What follows belongs to an exercise in optimizing a design on an open flow for small area; a production flow would make more cautious choices. Function was checked by simulation only, so behaviour that the tests miss may differ from the original.

==> job 4426: inputs <==
## fm_demod
module fm_demod(
    input clk,
    input rstn,
    input en,
    input [2:0] channel,
    input [9:0] X,
    output [9:0] out,
    output [9:0] un_filtered_out,
    output filter_clk,
    output [16:0] snr
);
wire filter_ce;
differentiator differentiator(
    .en(en),
    .clk(clk),
    .rstn(rstn),
    .channel(channel),
    .X(X),
    .out(out),
    .filter_clk(filter_clk),
    .un_filtered_out(un_filtered_out),
    .filter_ce_out(filter_ce)
);
SNR_reader SNR_reader(
    .clk(clk),
    .rstn(rstn),
    .ce(filter_ce),
    .filtered(out),
    .un_filtered(un_filtered_out),
    .SNR(snr)
);
endmodule
Settings: LEC_CHECK=0, CAP_MARGIN=20, CORE_MARGIN=2, CORE_UTILIZATION=55, CTS_BUF_LIST=sky130_fd_sc_hd__clkbuf_8 sky130_fd_sc_hd__clkbuf_16, CTS_CLUSTER_DIAMETER=100, CTS_CLUSTER_SIZE=30, SLEW_MARGIN=20, SYNTH_HIERARCHICAL=1; clock period 35.0 ns.
run.sh (not shown) runs the stock make flow with config.mk's settings and CLKGATE_MAP_FILE= SYNTH_SCRIPT=/design/flow/synth_recipe.tcl, a recipe that flattens the netlist after the stock synthesis.
==> inputs of job 4842, as changes to job 4426 <==
--- a/flow/design.v
+++ b/flow/design.v
@@ -993,30 +993,25 @@
 wire s_58;
 wire s_59;
 wire s_60, s_61;
 wire s_62;
 wire s_63;
 wire s_64;
-assign s_0 = Q[0] ^ sT[0];
 assign s_1 = Q[0] & sT[0];
-fa_cell s_fa4 (.a(Q[1]), .b(sT[1]), .c(s_1), .s(s_2), .co(s_3));
-fa_cell s_fa6 (.a(Q[2]), .b(sT[2]), .c(s_3), .s(s_4), .co(s_5));
-fa_cell s_fa8 (.a(Q[3]), .b(sT[3]), .c(s_5), .s(s_6), .co(s_7));
-fa_cell s_fa10 (.a(Q[4]), .b(sT[4]), .c(s_7), .s(s_8), .co(s_9));
+assign s_3 = (Q[1] & sT[1]) | (Q[1] & s_1) | (sT[1] & s_1);
+assign s_5 = (Q[2] & sT[2]) | (Q[2] & s_3) | (sT[2] & s_3);
+assign s_7 = (Q[3] & sT[3]) | (Q[3] & s_5) | (sT[3] & s_5);
+assign s_9 = (Q[4] & sT[4]) | (Q[4] & s_7) | (sT[4] & s_7);
 fa_cell s_fa12 (.a(Q[5]), .b(sT[5]), .c(s_9), .s(s_10), .co(s_11));
 fa_cell s_fa14 (.a(Q[6]), .b(sT[6]), .c(s_11), .s(s_12), .co(s_13));
-assign s_14 = s_10 ^ s_12;
 assign s_15 = s_10 & s_12;
 fa_cell s_fa18 (.a(Q[7]), .b(sT[7]), .c(s_13), .s(s_16), .co(s_17));
-assign s_18 = s_15 ^ s_16;
 assign s_19 = s_15 | s_16;
 fa_cell s_fa22 (.a(Q[8]), .b(sT[8]), .c(s_17), .s(s_20), .co(s_21));
-assign s_22 = s_19 ^ s_20;
 assign s_23 = s_19 & s_20;
 fa_cell s_fa26 (.a(Q[9]), .b(sT[9]), .c(s_21), .s(s_24), .co(s_25));
-assign s_26 = s_23 ^ s_24;
 assign s_27 = s_23 & s_24;
 fa_cell s_fa30 (.a(Q[10]), .b(sT[10]), .c(s_25), .s(s_28), .co(s_29));
 assign s_30 = s_27 ^ s_28;
 assign s_31 = s_27 | s_28;
 fa_cell s_fa34 (.a(Q[11]), .b(sT[11]), .c(s_29), .s(s_32), .co(s_33));
 assign s_34 = s_31 ^ s_32;
@@ -1304,13 +1299,12 @@
 wire d_387, d_388;
 wire d_389, d_390;
 wire d_391, d_392;
 wire d_393;
 wire d_394, d_395;
 wire d_396;
-assign d_0 = ~(XQ0[0] & XI1[0]) ^ ~(XI0[0] & XQ1[0]);
 assign d_1 = ~~(XQ0[0] & XI1[0]) | ~(XI0[0] & XQ1[0]);
 fa_cell d_fa4 (.a(~(XI0[0] & XQ1[1])), .b(~(XI0[1] & XQ1[0])), .c(d_1), .s(d_2), .co(d_3));
 assign d_4 = ~d_2;
 fa_cell d_fa7 (.a(~(XQ0[0] & XI1[1])), .b(~(XQ0[1] & XI1[0])), .c(d_4), .s(d_5), .co(d_6));
 fa_cell d_fa9 (.a(~(XI0[0] & XQ1[2])), .b(~(XI0[1] & XQ1[1])), .c(~(XI0[2] & XQ1[0])), .s(d_7), .co(d_8));
 fa_cell d_fa11 (.a(~(XQ0[0] & XI1[2])), .b(~(XQ0[1] & XI1[1])), .c(~(XQ0[2] & XI1[0])), .s(d_9), .co(d_10));
@@ -2333,48 +2327,30 @@
 assign n_512 = qb1 ? n_489 : n_463;
 assign n_513 = qb1 ? n_491 : n_464;
 assign n_514 = qb1 ? n_493 : n_465;
 assign n_515 = qb1 ? n_495 : n_466;
 assign n_516 = qb1 ? n_497 : n_467;
 assign n_517 = qb1 ? n_499 : n_468;
-assign n_518 = F[0] ^ Dn[0];
 assign n_519 = F[0] | Dn[0];
-fa_cell n_fa522 (.a(Dn[1]), .b(n_519), .c(n_502), .s(n_520), .co(n_521));
-fa_cell n_fa524 (.a(Dn[2]), .b(n_503), .c(n_521), .s(n_522), .co(n_523));
-fa_cell n_fa526 (.a(Dn[3]), .b(n_504), .c(n_523), .s(n_524), .co(n_525));
-fa_cell n_fa528 (.a(Dn[4]), .b(n_505), .c(n_525), .s(n_526), .co(n_527));
-fa_cell n_fa530 (.a(Dn[5]), .b(n_506), .c(n_527), .s(n_528), .co(n_529));
-fa_cell n_fa532 (.a(Dn[6]), .b(n_507), .c(n_529), .s(n_530), .co(n_531));
-fa_cell n_fa534 (.a(Dn[7]), .b(n_508), .c(n_531), .s(n_532), .co(n_533));
-fa_cell n_fa536 (.a(Dn[8]), .b(n_509), .c(n_533), .s(n_534), .co(n_535));
-fa_cell n_fa538 (.a(Dn[9]), .b(n_510), .c(n_535), .s(n_536), .co(n_537));
-fa_cell n_fa540 (.a(Dn[10]), .b(n_511), .c(n_537), .s(n_538), .co(n_539));
-fa_cell n_fa542 (.a(Dn[11]), .b(n_512), .c(n_539), .s(n_540), .co(n_541));
-fa_cell n_fa544 (.a(Dn[12]), .b(n_513), .c(n_541), .s(n_542), .co(n_543));
-fa_cell n_fa546 (.a(Dn[13]), .b(n_514), .c(n_543), .s(n_544), .co(n_545));
-fa_cell n_fa548 (.a(Dn[14]), .b(n_515), .c(n_545), .s(n_546), .co(n_547));
-fa_cell n_fa550 (.a(Dn[15]), .b(n_516), .c(n_547), .s(n_548), .co(n_549));
-fa_cell n_fa552 (.a(Dn[16]), .b(n_517), .c(n_549), .s(n_550), .co(n_551));
+assign n_521 = (Dn[1] & n_519) | (Dn[1] & n_502) | (n_519 & n_502);
+assign n_523 = (Dn[2] & n_503) | (Dn[2] & n_521) | (n_503 & n_521);
+assign n_525 = (Dn[3] & n_504) | (Dn[3] & n_523) | (n_504 & n_523);
+assign n_527 = (Dn[4] & n_505) | (Dn[4] & n_525) | (n_505 & n_525);
+assign n_529 = (Dn[5] & n_506) | (Dn[5] & n_527) | (n_506 & n_527);
+assign n_531 = (Dn[6] & n_507) | (Dn[6] & n_529) | (n_507 & n_529);
+assign n_533 = (Dn[7] & n_508) | (Dn[7] & n_531) | (n_508 & n_531);
+assign n_535 = (Dn[8] & n_509) | (Dn[8] & n_533) | (n_509 & n_533);
+assign n_537 = (Dn[9] & n_510) | (Dn[9] & n_535) | (n_510 & n_535);
+assign n_539 = (Dn[10] & n_511) | (Dn[10] & n_537) | (n_511 & n_537);
+assign n_541 = (Dn[11] & n_512) | (Dn[11] & n_539) | (n_512 & n_539);
+assign n_543 = (Dn[12] & n_513) | (Dn[12] & n_541) | (n_513 & n_541);
+assign n_545 = (Dn[13] & n_514) | (Dn[13] & n_543) | (n_514 & n_543);
+assign n_547 = (Dn[14] & n_515) | (Dn[14] & n_545) | (n_515 & n_545);
+assign n_549 = (Dn[15] & n_516) | (Dn[15] & n_547) | (n_516 & n_547);
+assign n_551 = (Dn[16] & n_517) | (Dn[16] & n_549) | (n_517 & n_549);
 assign qb0 = n_551;
-assign n_552 = qb0 ? ~n_518 : F[0];
-assign n_553 = qb0 ? n_520 : n_502;
-assign n_554 = qb0 ? n_522 : n_503;
-assign n_555 = qb0 ? n_524 : n_504;
-assign n_556 = qb0 ? n_526 : n_505;
-assign n_557 = qb0 ? n_528 : n_506;
-assign n_558 = qb0 ? n_530 : n_507;
-assign n_559 = qb0 ? n_532 : n_508;
-assign n_560 = qb0 ? n_534 : n_509;
-assign n_561 = qb0 ? n_536 : n_510;
-assign n_562 = qb0 ? n_538 : n_511;
-assign n_563 = qb0 ? n_540 : n_512;
-assign n_564 = qb0 ? n_542 : n_513;
-assign n_565 = qb0 ? n_544 : n_514;
-assign n_566 = qb0 ? n_546 : n_515;
-assign n_567 = qb0 ? n_548 : n_516;
-assign n_568 = qb0 ? n_550 : n_517;
 wire [16:0] F_add = {n_32, n_30, n_28, n_26, n_24, n_22, n_20, n_18, n_16, n_14, n_12, n_10, n_8, n_6, n_4, n_2, n_0};
 wire [16:0] Dn_add = {n_93, ~n_91, ~n_89, ~n_87, ~n_85, ~n_83, ~n_81, n_79, n_74, n_69, n_64, n_59, n_54, n_49, n_44, n_39, ~n_34};
 wire [16:0] F_a = {n_339, n_338, n_337, n_336, n_335, n_334, n_333, n_332, n_331, n_330, n_329, n_328, F[4], F[3], F[2], F[1], F[0]};
 wire [11:0] q_a = {qa16, qa15, qa14, qa13, qa12, qa11, qa10, qa9, qa8, qa7, qa6, qa5};
 wire [4:0] q_b = {qb4, qb3, qb2, qb1, qb0};
 always @(posedge clk or negedge rstn) begin
==> flow/flow/run.sh (new file) <==
#!/bin/bash
# Standard layout, with two changes: ports are buffered with the smallest
# buffer, and clock tree synthesis inserts no dummy loads.
set -e
export BUFFER_PORTS_ARGS="-buffer_cell sky130_fd_sc_hd__buf_1"
export CTS_ARGS="-sink_clustering_enable -repair_clock_nets -sink_clustering_size 14 -sink_clustering_max_diameter 80 -buf_list {sky130_fd_sc_hd__clkbuf_8} -dont_use_dummy_load"
bash standard.sh > standard.log 2>&1
==> flow/standard.sh (new file) <==
#!/bin/bash
# synth_recipe.tcl (not shown) runs the flow's synth.tcl, then flattens the netlist and writes it again
# the make line also repeats each setting of config.mk as NAME=value (left out here)
make -C /OpenROAD-flow-scripts/flow DESIGN_CONFIG=/design/flow/config.mk WORK_HOME=/design/flow/orfs CLKGATE_MAP_FILE= SYNTH_SCRIPT=/design/flow/synth_recipe.tcl "${@:-finish}"
- CAP_MARGIN: 20 -> 5
- CORE_UTILIZATION: 55 -> 65
- SLEW_MARGIN: 20 -> 5
removed: flow/run.sh
==> inputs of job 6430, as changes to job 4426 <==
- CORE_UTILIZATION: 55 -> 65
- GPL_ROUTABILITY_DRIVEN: default -> 0
- GPL_TIMING_DRIVEN: default -> 0
==> inputs of job 9772, as changes to job 4426 <==
--- a/flow/design.v
+++ b/flow/design.v
@@ -993,30 +993,25 @@
 wire s_58;
 wire s_59;
 wire s_60, s_61;
 wire s_62;
 wire s_63;
 wire s_64;
-assign s_0 = Q[0] ^ sT[0];
 assign s_1 = Q[0] & sT[0];
-fa_cell s_fa4 (.a(Q[1]), .b(sT[1]), .c(s_1), .s(s_2), .co(s_3));
-fa_cell s_fa6 (.a(Q[2]), .b(sT[2]), .c(s_3), .s(s_4), .co(s_5));
-fa_cell s_fa8 (.a(Q[3]), .b(sT[3]), .c(s_5), .s(s_6), .co(s_7));
-fa_cell s_fa10 (.a(Q[4]), .b(sT[4]), .c(s_7), .s(s_8), .co(s_9));
+assign s_3 = (Q[1] & sT[1]) | (Q[1] & s_1) | (sT[1] & s_1);
+assign s_5 = (Q[2] & sT[2]) | (Q[2] & s_3) | (sT[2] & s_3);
+assign s_7 = (Q[3] & sT[3]) | (Q[3] & s_5) | (sT[3] & s_5);
+assign s_9 = (Q[4] & sT[4]) | (Q[4] & s_7) | (sT[4] & s_7);
 fa_cell s_fa12 (.a(Q[5]), .b(sT[5]), .c(s_9), .s(s_10), .co(s_11));
 fa_cell s_fa14 (.a(Q[6]), .b(sT[6]), .c(s_11), .s(s_12), .co(s_13));
-assign s_14 = s_10 ^ s_12;
 assign s_15 = s_10 & s_12;
 fa_cell s_fa18 (.a(Q[7]), .b(sT[7]), .c(s_13), .s(s_16), .co(s_17));
-assign s_18 = s_15 ^ s_16;
 assign s_19 = s_15 | s_16;
 fa_cell s_fa22 (.a(Q[8]), .b(sT[8]), .c(s_17), .s(s_20), .co(s_21));
-assign s_22 = s_19 ^ s_20;
 assign s_23 = s_19 & s_20;
 fa_cell s_fa26 (.a(Q[9]), .b(sT[9]), .c(s_21), .s(s_24), .co(s_25));
-assign s_26 = s_23 ^ s_24;
 assign s_27 = s_23 & s_24;
 fa_cell s_fa30 (.a(Q[10]), .b(sT[10]), .c(s_25), .s(s_28), .co(s_29));
 assign s_30 = s_27 ^ s_28;
 assign s_31 = s_27 | s_28;
 fa_cell s_fa34 (.a(Q[11]), .b(sT[11]), .c(s_29), .s(s_32), .co(s_33));
 assign s_34 = s_31 ^ s_32;
@@ -1304,13 +1299,12 @@
 wire d_387, d_388;
 wire d_389, d_390;
 wire d_391, d_392;
 wire d_393;
 wire d_394, d_395;
 wire d_396;
-assign d_0 = ~(XQ0[0] & XI1[0]) ^ ~(XI0[0] & XQ1[0]);
 assign d_1 = ~~(XQ0[0] & XI1[0]) | ~(XI0[0] & XQ1[0]);
 fa_cell d_fa4 (.a(~(XI0[0] & XQ1[1])), .b(~(XI0[1] & XQ1[0])), .c(d_1), .s(d_2), .co(d_3));
 assign d_4 = ~d_2;
 fa_cell d_fa7 (.a(~(XQ0[0] & XI1[1])), .b(~(XQ0[1] & XI1[0])), .c(d_4), .s(d_5), .co(d_6));
 fa_cell d_fa9 (.a(~(XI0[0] & XQ1[2])), .b(~(XI0[1] & XQ1[1])), .c(~(XI0[2] & XQ1[0])), .s(d_7), .co(d_8));
 fa_cell d_fa11 (.a(~(XQ0[0] & XI1[2])), .b(~(XQ0[1] & XI1[1])), .c(~(XQ0[2] & XI1[0])), .s(d_9), .co(d_10));
@@ -2333,48 +2327,30 @@
 assign n_512 = qb1 ? n_489 : n_463;
 assign n_513 = qb1 ? n_491 : n_464;
 assign n_514 = qb1 ? n_493 : n_465;
 assign n_515 = qb1 ? n_495 : n_466;
 assign n_516 = qb1 ? n_497 : n_467;
 assign n_517 = qb1 ? n_499 : n_468;
-assign n_518 = F[0] ^ Dn[0];
 assign n_519 = F[0] | Dn[0];
-fa_cell n_fa522 (.a(Dn[1]), .b(n_519), .c(n_502), .s(n_520), .co(n_521));
-fa_cell n_fa524 (.a(Dn[2]), .b(n_503), .c(n_521), .s(n_522), .co(n_523));
-fa_cell n_fa526 (.a(Dn[3]), .b(n_504), .c(n_523), .s(n_524), .co(n_525));
-fa_cell n_fa528 (.a(Dn[4]), .b(n_505), .c(n_525), .s(n_526), .co(n_527));
-fa_cell n_fa530 (.a(Dn[5]), .b(n_506), .c(n_527), .s(n_528), .co(n_529));
-fa_cell n_fa532 (.a(Dn[6]), .b(n_507), .c(n_529), .s(n_530), .co(n_531));
-fa_cell n_fa534 (.a(Dn[7]), .b(n_508), .c(n_531), .s(n_532), .co(n_533));
-fa_cell n_fa536 (.a(Dn[8]), .b(n_509), .c(n_533), .s(n_534), .co(n_535));
-fa_cell n_fa538 (.a(Dn[9]), .b(n_510), .c(n_535), .s(n_536), .co(n_537));
-fa_cell n_fa540 (.a(Dn[10]), .b(n_511), .c(n_537), .s(n_538), .co(n_539));
-fa_cell n_fa542 (.a(Dn[11]), .b(n_512), .c(n_539), .s(n_540), .co(n_541));
-fa_cell n_fa544 (.a(Dn[12]), .b(n_513), .c(n_541), .s(n_542), .co(n_543));
-fa_cell n_fa546 (.a(Dn[13]), .b(n_514), .c(n_543), .s(n_544), .co(n_545));
-fa_cell n_fa548 (.a(Dn[14]), .b(n_515), .c(n_545), .s(n_546), .co(n_547));
-fa_cell n_fa550 (.a(Dn[15]), .b(n_516), .c(n_547), .s(n_548), .co(n_549));
-fa_cell n_fa552 (.a(Dn[16]), .b(n_517), .c(n_549), .s(n_550), .co(n_551));
+assign n_521 = (Dn[1] & n_519) | (Dn[1] & n_502) | (n_519 & n_502);
+assign n_523 = (Dn[2] & n_503) | (Dn[2] & n_521) | (n_503 & n_521);
+assign n_525 = (Dn[3] & n_504) | (Dn[3] & n_523) | (n_504 & n_523);
+assign n_527 = (Dn[4] & n_505) | (Dn[4] & n_525) | (n_505 & n_525);
+assign n_529 = (Dn[5] & n_506) | (Dn[5] & n_527) | (n_506 & n_527);
+assign n_531 = (Dn[6] & n_507) | (Dn[6] & n_529) | (n_507 & n_529);
+assign n_533 = (Dn[7] & n_508) | (Dn[7] & n_531) | (n_508 & n_531);
+assign n_535 = (Dn[8] & n_509) | (Dn[8] & n_533) | (n_509 & n_533);
+assign n_537 = (Dn[9] & n_510) | (Dn[9] & n_535) | (n_510 & n_535);
+assign n_539 = (Dn[10] & n_511) | (Dn[10] & n_537) | (n_511 & n_537);
+assign n_541 = (Dn[11] & n_512) | (Dn[11] & n_539) | (n_512 & n_539);
+assign n_543 = (Dn[12] & n_513) | (Dn[12] & n_541) | (n_513 & n_541);
+assign n_545 = (Dn[13] & n_514) | (Dn[13] & n_543) | (n_514 & n_543);
+assign n_547 = (Dn[14] & n_515) | (Dn[14] & n_545) | (n_515 & n_545);
+assign n_549 = (Dn[15] & n_516) | (Dn[15] & n_547) | (n_516 & n_547);
+assign n_551 = (Dn[16] & n_517) | (Dn[16] & n_549) | (n_517 & n_549);
 assign qb0 = n_551;
-assign n_552 = qb0 ? ~n_518 : F[0];
-assign n_553 = qb0 ? n_520 : n_502;
-assign n_554 = qb0 ? n_522 : n_503;
-assign n_555 = qb0 ? n_524 : n_504;
-assign n_556 = qb0 ? n_526 : n_505;
-assign n_557 = qb0 ? n_528 : n_506;
-assign n_558 = qb0 ? n_530 : n_507;
-assign n_559 = qb0 ? n_532 : n_508;
-assign n_560 = qb0 ? n_534 : n_509;
-assign n_561 = qb0 ? n_536 : n_510;
-assign n_562 = qb0 ? n_538 : n_511;
-assign n_563 = qb0 ? n_540 : n_512;
-assign n_564 = qb0 ? n_542 : n_513;
-assign n_565 = qb0 ? n_544 : n_514;
-assign n_566 = qb0 ? n_546 : n_515;
-assign n_567 = qb0 ? n_548 : n_516;
-assign n_568 = qb0 ? n_550 : n_517;
 wire [16:0] F_add = {n_32, n_30, n_28, n_26, n_24, n_22, n_20, n_18, n_16, n_14, n_12, n_10, n_8, n_6, n_4, n_2, n_0};
 wire [16:0] Dn_add = {n_93, ~n_91, ~n_89, ~n_87, ~n_85, ~n_83, ~n_81, n_79, n_74, n_69, n_64, n_59, n_54, n_49, n_44, n_39, ~n_34};
 wire [16:0] F_a = {n_339, n_338, n_337, n_336, n_335, n_334, n_333, n_332, n_331, n_330, n_329, n_328, F[4], F[3], F[2], F[1], F[0]};
 wire [11:0] q_a = {qa16, qa15, qa14, qa13, qa12, qa11, qa10, qa9, qa8, qa7, qa6, qa5};
 wire [4:0] q_b = {qb4, qb3, qb2, qb1, qb0};
 always @(posedge clk or negedge rstn) begin
- CAP_MARGIN: 20 -> 5
- CORE_UTILIZATION: 55 -> 65
- SLEW_MARGIN: 20 -> 5
==> summary.txt <==
status no timing/DRC/antenna violations; inverter count 115; multi-input logic area 22,600 um^2; ANT cells 0; Reg-to-Reg Start SNR_reader.Dn[11]; DP Cell Count 3,341; metal2 WL 38,700 um; CP max stage delay 700 ps; vias in the first global route 23,600; hold_sp differentiator.filter.P34[6]; comb_multi_in about 1,900; global routing usage on met2 48.3%; Final WS setup between 1000 and 1500 ps; largest cells by area after synthesis fa_1, dfrtp_1, mux2i_1; crit-path max FO 10
the above is filed under job 6430

==> summary.txt <==
status no timing/DRC/antenna violations; vias in the first global route about 23,000; Routed Antenna Nets 0; multi-input logic area 22,400 um^2; global routing usage on met2 47.9%; CP max stage delay 720 ps; crit-path max FO 15; DP Cell Count roughly 3,300; Reg-to-Reg Start SNR_reader.Dn[15]; metal2 WL 38,400 um; hold_sp differentiator.filter.P34[7]; pin count of the biggest net entering global routing a little over 80; largest cells by area after synthesis fa_1, dfrtp_1, mux2i_1; inverter count 128; Final WS setup 1390 ps
the above is filed under job 4842

==> summary.txt <==
global routing usage on met2 40.5%; worst setup path end SNR_reader.F[16]; commonest non-fill, non-tap cell in the layout fa_1; Reg-to-Reg Start SNR_reader.Dn[12]; inverter count about 120; crit-path max FO 16; vias in the first global route between 20,000 and 25,000; CP max stage cell dfstp_4; Final WS setup 1580 ps; top_reg_cell synth dfrtp_1; hold_sp differentiator.filter.P5[6]; status no timing/DRC/antenna violations; ANT cells 0; DP Cell Count 3,392; multi-input logic area about 23,000 um^2; comb_multi_in 1,861; CP max stage delay 700 ps; largest cells by area after synthesis fa_1, dfrtp_1, mux2i_1; metal2 WL approximately 38,000 um
the above is filed under job 4426

==> summary.txt <==
status no timing/DRC/antenna violations; largest cells by area after synthesis fa_1, dfrtp_1, mux2i_1; crit-path max FO 19; DP Cell Count 3,307; inverter count 128; hold_sp differentiator.filter.P34[8]; routed via count 20,800; global routing usage on met2 between 40% and 50%; multi-input logic area 22,400 um^2; CP max stage delay 740 ps; Worst Hold Class reg -> reg; metal2 WL 37,600 um; Final WS setup 1460 ps
the above is filed under job 9772

afterwards: timing with drivers on the ports:
How much do the figures lean on ideal ports? The routed layouts below were timed once more, with nothing changed but the port constraints.
Step 1, drivers: a clkbuf_16 drives clk and a buf_2 each remaining input, both assumed.
Step 2 adds t to the input delays and takes it off the output delays; t is the mean of the earliest and latest rising clock arrival at the registers after step 1. Input paths then give back, and output paths get back, about the clock's delay inside the block.
Slacks: ideal / step 1 / step 2; pairs: ideal / step 1.
| run | t, ns | setup slack, ns | worst slew at a driven data input, ns |
|---|---|---|---|
| job 4426 | 0.658 | 1.584 / 1.584 / 1.584 | 0.05 |
| job 4842 | 0.674 | 1.393 / 1.393 / 1.393 | 0.03 |
| job 6430 | 0.651 | 1.009 / 1.009 / 1.009 | 0.05 |
| job 9772 | 0.670 | 1.463 / 1.463 / 1.463 | 0.05 |
After both steps setup and hold are still met in every run listed.
